Context: an optimization exercise on an open-source flow, tuned for small area. The choices shown serve that exercise and are no tape-out recipe. Function was checked by simulation only, so behaviour that the tests miss may differ from the original.

==> flow/design.v, too long to show whole: its modules and the start of the top module <==
// module demodulate: 1897 lines
module demodulate (
    input  wire               clk,
    input  wire               rst_n,
    input  wire               valid_in,
    input  wire signed [31:0] real_in,
    input  wire signed [31:0] imag_in,
    output reg                valid_out,
    output wire signed [31:0] demod_out
);
  // ...
==> flow/flow/run.sh <==
#!/bin/bash
# Own flow: the standard synthesis, then flow/invopt.py removes inverters around
# full adders and xor gates (a full adder is self-dual), then the standard layout
# of the modified netlist. Registers, their names and cell types are unchanged.
set -euo pipefail
W=$(pwd)
R=$W/orfs/results/$FLOW_PLATFORM/demodulate/base
bash standard.sh synth > "$W/flow_synth.log" 2>&1
cp "$R/1_2_yosys.v" "$W/1_2_yosys.standard.v"
python3 "$W/flow/invopt.py" "$W/1_2_yosys.standard.v" "$W/1_2_yosys.invopt.v" > "$W/flow_invopt.log" 2>&1
cp "$W/1_2_yosys.invopt.v" "$R/1_2_yosys.v"
rm -f "$R/1_synth.odb" "$R/1_synth.sdc"
bash standard.sh > "$W/flow_layout.log" 2>&1
==> flow/flow/invopt.py <==
#!/usr/bin/env python3
"""Remove inverters around full adders and xor gates in a Yosys-written sky130 netlist.

A full adder is self-dual: FA(~a,~b,~c) = (~sum, ~cout), so each full adder may be
'flipped' (fed complemented inputs; its outputs then carry complemented values).
An xor2/xnor2 gate takes its inputs in whichever polarity is at hand and picks
xor2 or xnor2 (same area) to give its output the polarity wanted. Flips are chosen
with greedy moves and simulated annealing (fixed seed) to minimise inverters; then every inverter not driving a port is rebuilt:
at most one inv_1 per signal that some load needs complemented. Registers and all
other cells keep their names, types and connections.
usage: invopt.py in.v out.v [report]
"""
import re, sys, collections

OUT_PINS = {'X', 'Y', 'Q', 'Q_N', 'SUM', 'COUT', 'HI', 'LO'}
src = open(sys.argv[1]).read()
m = re.search(r'^module\s+(\S+)\s*\((.*?)\);', src, re.M | re.S)
body_start = m.end()
endm = src.rindex('endmodule')
body = src[body_start:endm]
cell_re = re.compile(r'^\s*(sky130_fd_sc_hd__\w+)\s+(\S+)\s*\((.*?)\);', re.M | re.S)
pin_re = re.compile(r'\.(\w+)\(([^()]*)\)')
cells = []
first_cell = None
for cm in cell_re.finditer(body):
    if first_cell is None:
        first_cell = cm.start()
    typ, name, conns = cm.group(1), cm.group(2), cm.group(3)
    pins = [[p, n.strip()] for p, n in pin_re.findall(conns)]
    cells.append([typ, name, pins])
decls = body[:first_cell]
rest = body[first_cell:]
if cell_re.sub('', rest).strip():
    sys.stderr.write("unexpected non-cell statements\n")
    sys.exit(2)
ports = set()
for pm in re.finditer(r'^\s*(input|output)\s+(\[\d+:\d+\]\s+)?(\S+);', decls, re.M):
    rng, nm = pm.group(2), pm.group(3)
    if rng:
        hi, lo = map(int, re.findall(r'\d+', rng))
        for k in range(min(hi, lo), max(hi, lo) + 1):
            ports.add(f"{nm}[{k}]")
    ports.add(nm)

def is_inv(t): return re.match(r'sky130_fd_sc_hd__(clk)?inv_\d+$', t) is not None
def is_fa(t): return re.match(r'sky130_fd_sc_hd__fa_\d+$', t) is not None
XT = {'sky130_fd_sc_hd__xor2_1': ('sky130_fd_sc_hd__xnor2_1', 'X', 'Y'),
      'sky130_fd_sc_hd__xnor2_1': ('sky130_fd_sc_hd__xor2_1', 'Y', 'X')}
def is_x(t): return t in XT

driver = {}
for ci, (t, n, pins) in enumerate(cells):
    for p, net in pins:
        if p in OUT_PINS and net:
            driver[net] = (ci, p)
removable = set()
for ci, (t, n, pins) in enumerate(cells):
    if is_inv(t) and dict(pins)['Y'] not in ports:
        removable.add(ci)
memo = {}
def resolve(net):
    if net in memo:
        return memo[net]
    d = driver.get(net)
    if d is not None and d[0] in removable:
        b, par = resolve(dict(cells[d[0]][2])['A'])
        r = (b, par ^ 1)
    else:
        r = (net, 0)
    memo[net] = r
    return r

flex = {}          # cell index -> kind ('fa' or 'x')
for ci, (t, n, pins) in enumerate(cells):
    if is_fa(t): flex[ci] = 'fa'
    elif is_x(t): flex[ci] = 'x'
fixed0 = set()
out_of = {}        # base net -> flexible cell driving it
for ci in flex:
    for p, net in cells[ci][2]:
        if p in OUT_PINS and net:
            out_of[net] = ci
            if net in ports:
                fixed0.add(ci)
loads = []         # [cell, pin index, base, parity]
base_loads = collections.defaultdict(list)
in_bases = collections.defaultdict(list)
for ci, (t, n, pins) in enumerate(cells):
    if ci in removable:
        continue
    for pi, (p, net) in enumerate(pins):
        if p in OUT_PINS or not net or net.startswith("1'b") or net == 'clk':
            continue
        b, par = resolve(net)
        li = len(loads)
        loads.append((ci, pi, b, par))
        base_loads[b].append(li)
        in_bases[ci].append(b)
flip = collections.defaultdict(int)

def phi(b):
    return flip[out_of[b]] if b in out_of else 0
def req(li):
    ci, pi, b, par = loads[li]
    k = flex.get(ci)
    if k == 'x':
        return None
    return par ^ (flip[ci] if k == 'fa' else 0)
def need_inv(b):
    ph = phi(b)
    for li in base_loads[b]:
        r = req(li)
        if r is not None and r != ph:
            return 1
    return 0
def affected(ci):
    s = set(in_bases[ci]) if flex[ci] == 'fa' else set()
    for p, net in cells[ci][2]:
        if p in OUT_PINS and net:
            s.add(net)
    return s
before = sum(need_inv(b) for b in base_loads)
order = [ci for ci in flex if ci not in fixed0]
import random
rng = random.Random(1)
def greedy():
    for it in range(30):
        changed = 0
        for ci in order:
            aff = affected(ci)
            c0 = sum(need_inv(b) for b in aff)
            flip[ci] ^= 1
            c1 = sum(need_inv(b) for b in aff)
            if c1 < c0:
                changed += 1
            else:
                flip[ci] ^= 1
        if not changed:
            break
greedy()
cur = sum(need_inv(b) for b in base_loads)
best = cur
best_flip = dict(flip)
T = 1.0
for step in range(2000000):
    ci = order[rng.randrange(len(order))]
    aff = affected(ci)
    c0 = sum(need_inv(b) for b in aff)
    flip[ci] ^= 1
    c1 = sum(need_inv(b) for b in aff)
    dlt = c1 - c0
    if dlt <= 0 or rng.random() < pow(2.718, -dlt / T):
        cur += dlt
        if cur < best:
            best = cur
            best_flip = dict(flip)
    else:
        flip[ci] ^= 1
    if step % 100000 == 99999:
        T *= 0.8
flip.clear()
flip.update(best_flip)
greedy()
after = sum(need_inv(b) for b in base_loads)
sys.stderr.write(f"inverters: {sum(1 for c in cells if is_inv(c[0]))} in netlist, {len(removable)} removable; "
                 f"needed before {before}, after {after}; flipped {sum(flip[c] for c in flex)} of {len(flex)}\n")
# rebuild
newwires, newcells, inv_of = [], [], {}
k = 0
for b in sorted(base_loads):
    if need_inv(b):
        k += 1
        nn = f"_invopt_n{k}_"
        inv_of[b] = nn
        newwires.append(nn)
        newcells.append(["sky130_fd_sc_hd__inv_1", f"_invopt_c{k}_", [["A", b], ["Y", nn]]])
xdelta = collections.defaultdict(int)
for li, (ci, pi, b, par) in enumerate(loads):
    r = req(li)
    if r is None:          # xor input: take the base as it physically is
        net = b
        xdelta[ci] ^= phi(b) ^ par
    else:
        net = b if r == phi(b) else inv_of[b]
    cells[ci][2][pi][1] = net
for ci, kind in flex.items():
    if kind == 'x' and (xdelta[ci] ^ flip[ci]):
        t = cells[ci][0]
        nt, op, np_ = XT[t]
        cells[ci][0] = nt
        for pin in cells[ci][2]:
            if pin[0] == op:
                pin[0] = np_
def fmt(net):
    return net + ' ' if net.startswith('\\') else net
out = [src[:body_start], decls]
for nn in newwires:
    out.append(f"  wire {nn};\n")
for ci, (t, n, pins) in enumerate(cells):
    if ci in removable:
        continue
    out.append(f"  {t} {n} (\n" + ",\n".join(f"    .{p}({fmt(net)})" for p, net in pins) + "\n  );\n")
for t, n, pins in newcells:
    out.append(f"  {t} {n} (\n" + ",\n".join(f"    .{p}({fmt(net)})" for p, net in pins) + "\n  );\n")
out.append("endmodule\n")
open(sys.argv[2], 'w').write("".join(out))
==> flow/standard.sh <==
#!/bin/bash
# synth_recipe.tcl (not shown) runs the flow's synth.tcl, then flattens the netlist and writes it again
# the make line also repeats each setting of config.mk as NAME=value (left out here)
make -C /OpenROAD-flow-scripts/flow DESIGN_CONFIG=/design/flow/config.mk WORK_HOME=/design/flow/orfs CLKGATE_MAP_FILE= SYNTH_SCRIPT=/design/flow/synth_recipe.tcl "${@:-finish}"
==> flow/config.mk <==
export PLATFORM = sky130hd
export DESIGN_NAME = demodulate
export DESIGN_NICKNAME = demodulate
export VERILOG_FILES = /design/flow/design.v
export SDC_FILE = /design/flow/constraint.sdc
export NUM_CORES = 4
export LEC_CHECK = 0
export ABC_AREA = 1
export CAP_MARGIN = 5
export CORE_MARGIN = 2
export CORE_UTILIZATION = 40
export CTS_CLUSTER_DIAMETER = 100
export CTS_CLUSTER_SIZE = 24
export SLEW_MARGIN = 5
==> flow/constraint.sdc <==
create_clock -name core_clock -period 10.0 [get_ports {clk}]
set_input_delay 2.0000 -clock core_clock [delete_from_list [all_inputs] [get_ports {clk}]]
set_output_delay 2.0000 -clock core_clock [all_outputs]
set_load 0.01 [all_outputs]
==> flow_summary_export.csv, run 1 <==
group,metric,value,unit
layout,syn_to_final_growth,7.22,%
timing,tns,0,ns
layout,n_antenna_cell,2,
setup_path,start_kind,"primary input",
setup_path,worst_r2r_startpoint,"nd1[0]$_DFF_P_",
layout,mostFrequentLayoutCells,"529 x nand2_1, 478 x fa_1, 423 x ha_1, 396 x inv_1, 361 x o22ai_1",
timing,slew_viol_final,0,
clocking,hold_buffers,0,
place,placed_cells,5135,
setup_path,crit_fanout,9,
timing,rsz0062_at_grt,"false",
worst_hold_path,min_to,"fl7[3]$_DFF_P_",
clocking,path_clk_slew,0.08,ns
clocking,cts_inserted_buffers,18,
setup_path,cp_common_cell,"fa_1",
route,postRouteAntennaNets,0,
layout,nNonClkBuffers,183,
layout,top_regs,"i1 (19), r1 (19)",
setup_path,rrSetupSlack,1.22,ns
status,status,"finished clean",
global_route,grt-busiest-layer,"met2",
layout,stdcell_count,5165,
clocking,cts_tree,"built",
setup_path,end_kind,"register",
floorplanning,io_pins,100,
yosys,synthesis.area,36000,um^2
global_route,grtUsageMet3,3.61,%
setup_path,required,10.44,ns
layout,nClkBuffers,18,
global_route,met1_usage,26.7,%
setup_path,cpMaxStageDelayCell,"clkdlybuf4s50_1",
==> run 2: changes to the inputs <==
==> flow/flow/run.sh (replaced) <==
#!/bin/bash
# Own flow: the standard synthesis; then flow/invopt.py removes inverters around
# full adders and xor gates (a full adder is self-dual); then flow/resyn.sh lets ABC remap
# the stage-1 logic without those inverters; then the standard layout of that netlist.
# Registers, their names and cell types are unchanged.
set -euo pipefail
W=$(pwd)
R=$W/orfs/results/$FLOW_PLATFORM/demodulate/base
bash standard.sh synth > "$W/flow_synth.log" 2>&1
cp "$R/1_2_yosys.v" "$W/1_2_yosys.standard.v"
python3 "$W/flow/invopt.py" "$W/1_2_yosys.standard.v" "$W/1_2_yosys.invopt.v" > "$W/flow_invopt.log" 2>&1
bash "$W/flow/resyn.sh" "$W/1_2_yosys.invopt.v" "$W/1_2_yosys.resyn.v" "$W/flow_resyn" > "$W/flow_resyn_sh.log" 2>&1
cp "$W/1_2_yosys.resyn.v" "$R/1_2_yosys.v"
rm -f "$R/1_synth.odb" "$R/1_synth.sdc"
bash standard.sh > "$W/flow_layout.log" 2>&1
==> flow/flow/dont_use.txt (new file) <==
sky130_fd_sc_hd__buf_1
sky130_fd_sc_hd__buf_4
sky130_fd_sc_hd__conb_1
sky130_fd_sc_hd__fill_1
sky130_fd_sc_hd__fill_2
sky130_fd_sc_hd__fill_4
sky130_fd_sc_hd__fill_8
sky130_fd_sc_hd__lpflow_bleeder_1
sky130_fd_sc_hd__lpflow_clkbufkapwr_1
sky130_fd_sc_hd__lpflow_clkbufkapwr_16
sky130_fd_sc_hd__lpflow_clkbufkapwr_2
sky130_fd_sc_hd__lpflow_clkbufkapwr_4
sky130_fd_sc_hd__lpflow_clkbufkapwr_8
sky130_fd_sc_hd__lpflow_clkinvkapwr_1
sky130_fd_sc_hd__lpflow_clkinvkapwr_16
sky130_fd_sc_hd__lpflow_clkinvkapwr_2
sky130_fd_sc_hd__lpflow_clkinvkapwr_4
sky130_fd_sc_hd__lpflow_clkinvkapwr_8
sky130_fd_sc_hd__lpflow_decapkapwr_12
sky130_fd_sc_hd__lpflow_decapkapwr_3
sky130_fd_sc_hd__lpflow_decapkapwr_4
sky130_fd_sc_hd__lpflow_decapkapwr_6
sky130_fd_sc_hd__lpflow_decapkapwr_8
sky130_fd_sc_hd__lpflow_inputiso0n_1
sky130_fd_sc_hd__lpflow_inputiso0p_1
sky130_fd_sc_hd__lpflow_inputiso1n_1
sky130_fd_sc_hd__lpflow_inputiso1p_1
sky130_fd_sc_hd__lpflow_inputisolatch_1
sky130_fd_sc_hd__lpflow_isobufsrc_1
sky130_fd_sc_hd__lpflow_isobufsrc_16
sky130_fd_sc_hd__lpflow_isobufsrc_2
sky130_fd_sc_hd__lpflow_isobufsrc_4
sky130_fd_sc_hd__lpflow_isobufsrc_8
sky130_fd_sc_hd__lpflow_isobufsrckapwr_16
sky130_fd_sc_hd__lpflow_lsbuf_lh_hl_isowell_tap_1
sky130_fd_sc_hd__lpflow_lsbuf_lh_hl_isowell_tap_2
sky130_fd_sc_hd__lpflow_lsbuf_lh_hl_isowell_tap_4
sky130_fd_sc_hd__lpflow_lsbuf_lh_isowell_4
sky130_fd_sc_hd__lpflow_lsbuf_lh_isowell_tap_1
sky130_fd_sc_hd__lpflow_lsbuf_lh_isowell_tap_2
sky130_fd_sc_hd__lpflow_lsbuf_lh_isowell_tap_4
sky130_fd_sc_hd__probe_p_8
sky130_fd_sc_hd__probec_p_8
==> flow/flow/resyn.abc (new file) <==
strash
dch -f
map
topo
==> flow/flow/resyn.sh (new file) <==
#!/bin/bash
# resyn.sh in.v out.v log : remap with ABC (flow/resyn.abc) the combinational logic in the
# input cone of registers r1/i1 (stage 1), after invopt.py removed inverters there.
# Full adders, half adders and registers are kept as they are (same instances and names).
set -euo pipefail
DIR=$(cd "$(dirname "$0")" && pwd)
LIB=$FLOW_HOME/platforms/sky130hd/lib/sky130_fd_sc_hd__tt_025C_1v80.lib
YOSYS=${YOSYS_EXE:-$FLOW_HOME/../tools/install/yosys/bin/yosys}
DU=""
for c in $(cat "$DIR/dont_use.txt"); do DU="$DU -dont_use $c"; done
KEEP=$(grep -o '^ *sky130_fd_sc_hd__\(fa\|ha\|df\|conb\|edf\|sdf\)[a-z0-9_]*' "$1" | sort -u | tr '\n' ' ')
FF=$(grep -o '^ *sky130_fd_sc_hd__\(df\|edf\|sdf\)[a-z0-9_]*' "$1" | sort -u | tr '\n' ',' | sed 's/ //g; s/,$//')
KEEPSEL=""
for k in $KEEP; do KEEPSEL="$KEEPSEL t:$k"; done
cat > "$3.ys" <<E2
read_liberty -ignore_miss_func $LIB
read_verilog $1
hierarchy -top demodulate
cd demodulate
select -set cone c:r1* c:i1* %u %ci1:+sky130_fd_sc_hd__dfxtp_1[D] %ci*:-$FF
setattr -set keep_hierarchy 1 * @cone %d
setattr -set keep_hierarchy 1 $KEEPSEL
cd ..
flatten
opt_clean
cd demodulate
abc -liberty $LIB $DU -script $DIR/resyn.abc t:\$_*
opt_clean -purge
hilomap -singleton -hicell sky130_fd_sc_hd__conb_1 HI -locell sky130_fd_sc_hd__conb_1 LO
splitnets
opt_clean -purge
insbuf -buf sky130_fd_sc_hd__buf_4 A X
opt_clean -purge
cd ..
select demodulate
write_verilog -noattr -noexpr -nohex -nodec -selected $2
E2
"$YOSYS" -l "$3.log" -s "$3.ys" > /dev/null
--- a/flow/config.mk
+++ b/flow/config.mk
@@ -8,7 +8,5 @@
 export ABC_AREA = 1
-export CAP_MARGIN = 5
+export CAP_MARGIN = 20
 export CORE_MARGIN = 2
 export CORE_UTILIZATION = 40
-export CTS_CLUSTER_DIAMETER = 100
-export CTS_CLUSTER_SIZE = 24
-export SLEW_MARGIN = 5
+export SLEW_MARGIN = 20
==> flow_summary_export.csv, run 2 <==
group,metric,value,unit
timing,fin_crit_sh,88.3,%
setup_path,cp_common_cell,"nand2_1",
worst_hold_path,hp-class,"register to register",
global_route,antenna_found_initial,1,
layout,top_regs,"i1 (19), r1 (19)",
yosys,synthCells,3871,
layout,design_area,39200,um^2
setup_path,critPathMaxStageDelay,0.43,ns
timing,tns,0,ns
global_route,grt_max_degree,58,
route,routed_wl,100,mm
layout,layout_commonest_cell,"nand2_1",
clocking,ctsResizeCount,0,
timing,timing.final.crit_period,8.83,ns
yosys,synth_nets,4839,
floorplanning,rows,109,
yosys,yosys_warnings,1,
setup_path,path_class,"register to register",
floorplanning,io_pins,100,
route,drt-pass1-iter-count,8,
place,hpwlAfterDp,77.1,mm
flow_run,cap_violations,0,
clocking,clock_latency,0.62,ns
clocking,cts_root_buffer,"clkbuf_16",
worst_hold_path,worstHoldPathCells,0,
floorplanning,die_h,302,um
global_route,grt_usage,22.5,%
setup_path,path_depth,56,
yosys,synthesis.area,35500,um^2
setup_path,worstPathArrival,9.29,ns
layout,syn_to_final_growth,10.2,%
clocking,cts_buffer_depth,3,
setup_path,start_kind,"register",
clocking,path_clk_slew,0.06,ns
timing,finalWorstSetupSlack,1.17,ns
setup_path,required,10.47,ns
setup_path,critical-path-top-delay-family,"simple AND/OR/NAND/NOR gates",
route,drtIter0Drc,1918,
clocking,cts.htree.levels,1,
place,placed_cells,5145,
timing,worstMarginPinSlew,1.21,ns
yosys,syn_area_per_cell,9.18,um^2
timing,slew_viol_final,0,
timing,max_slew_margin,19.1,%
clocking,postCtsSetupBuffers,0,
timing,hold_viol,0,
timing,clock_skew,0.0462,ns
route,postRouteAntennaNets,0,
floorplanning,die_x,302,um
timing,setup_violations,0,
status,status,"finished clean",
layout,mostFrequentLayoutCells,"515 x nand2_1, 508 x xor2_1, 478 x fa_1, 423 x ha_1, 365 x o22ai_1",
floorplanning,start_util,40.3,%
floorplanning,core-area,88200,um^2
clocking,cts_num_sinks,231,
setup_path,cpMaxStageDelayCell,"fa_1",
clocking,cts_tree,"built",
route,drc,0,
layout,stdcell_count,5198,
place,io_buffers,63,
clocking,hold_buffers,0,
place,dp_slack,0.780,ns
floorplanning,dieArea,91200,um^2
layout,layout.nets,4979,
clocking,cts_inserted_buffers,29,
global_route,grt_pass1_wl,162,mm
setup_path,reg2regPathDepth,56,
setup_path,cp_num_buf_inv,7,
timing,rsz0062_at_grt,"false",
layout,drive_gt1_share,6.52,%
setup_path,crit_fanout,29,
global_route,grt-ovfl-total,0,
route,vias_per_cell,5.48,
layout,n_antenna_cell,0,
route,wl_per_cell,19.2,um
timing,fmax,113,MHz
global_route,grt_pass1_vias,29600,
layout,utilization,44.4,%
route,vias,28500,
place,place_area,38200,um^2
setup_path,end_kind,"register",
place,routabilityCongestion,0.982,
## run 2: path summary, 6_finish.rpt
| path | from | end | slack [ns] |
|---|---|---|---|
| worst max-delay path | nd4[0]$_DFF_P_ | rem7[10]$_DFF_P_ | 1.17 |
| worst min-delay path | fl4[2]$_DFF_P_ | fl7[2]$_DFF_P_ | 0.32 |
| worst max register to register | nd4[0]$_DFF_P_ | rem7[10]$_DFF_P_ | 1.17 |
| worst min register to register | fl4[2]$_DFF_P_ | fl7[2]$_DFF_P_ | 0.32 |
| max in group asynchronous | rst_n | a[3]$_DFFE_PN0P_ | 7.88 |
| min in group asynchronous | rst_n | a[8]$_DFFE_PN0P_ | 1.49 |
## run 2: stage by stage
step / hold WS [ns]
after global routing: 0.331
after detailed placement: 0.312
after CTS: 0.324
final: 0.320
after floorplan: 0.310
after global placement: 0.310
## run 2: area by class of cell
cell class	instances	area (um^2)
clock buffers	44	885
clock inverters	9	95.1
fillers	8613	49100
inverters	403	1510
multi-input cells	3173	28900
flip-flops and latches	231	4800
well taps	1165	1460
repair buffers	173	1470
## run 2: metal layers
metal	GRT usage [%]	part of all wire [%]	up-vias
li1	-	-	13300
met1	27.5	40	13700
met2	38.6	47	1112
met3	4.10	8.0	331
met4	10.2	5.3	2
met5	0	0.011	-

-- static timing again, ports no longer ideal --
The results above use ideal ports. As a check the final layouts listed here were re-extracted and re-timed, cells and wires unchanged.
Step 1 sets driving cells, clkbuf_16 on the clock port and buf_2 on the other inputs (assumed; they add their load-dependent delay and slew).
Step 2 times the ports against the registers' clock, not the clock port: input delays grow and output delays shrink by t, the midpoint of the rising clock arrivals with the driver on.
Slacks: ideal ports / drivers / drivers and shift; pairs: ideal ports / drivers.
| run | t, ns | setup slack, ns | hold slack, ns | latest minus earliest clock arrival (ns) | worst register clock-pin slew, ns |
|---|---|---|---|---|---|
| run 1 | 0.613 | 1.098 / 1.141 / 0.529 | 0.332 / 0.332 / 0.332 | 0.026 / 0.025 | 0.09 / 0.09 |
| run 2 | 0.661 | 1.174 / 1.174 / 0.710 | 0.320 / 0.320 / 0.320 | 0.047 / 0.046 | 0.07 / 0.07 |
After both steps setup and hold are still met in every run listed. The setup slack of run 1, which loses most, moves by +0.043 ns with the drivers and by -0.569 ns with both steps.
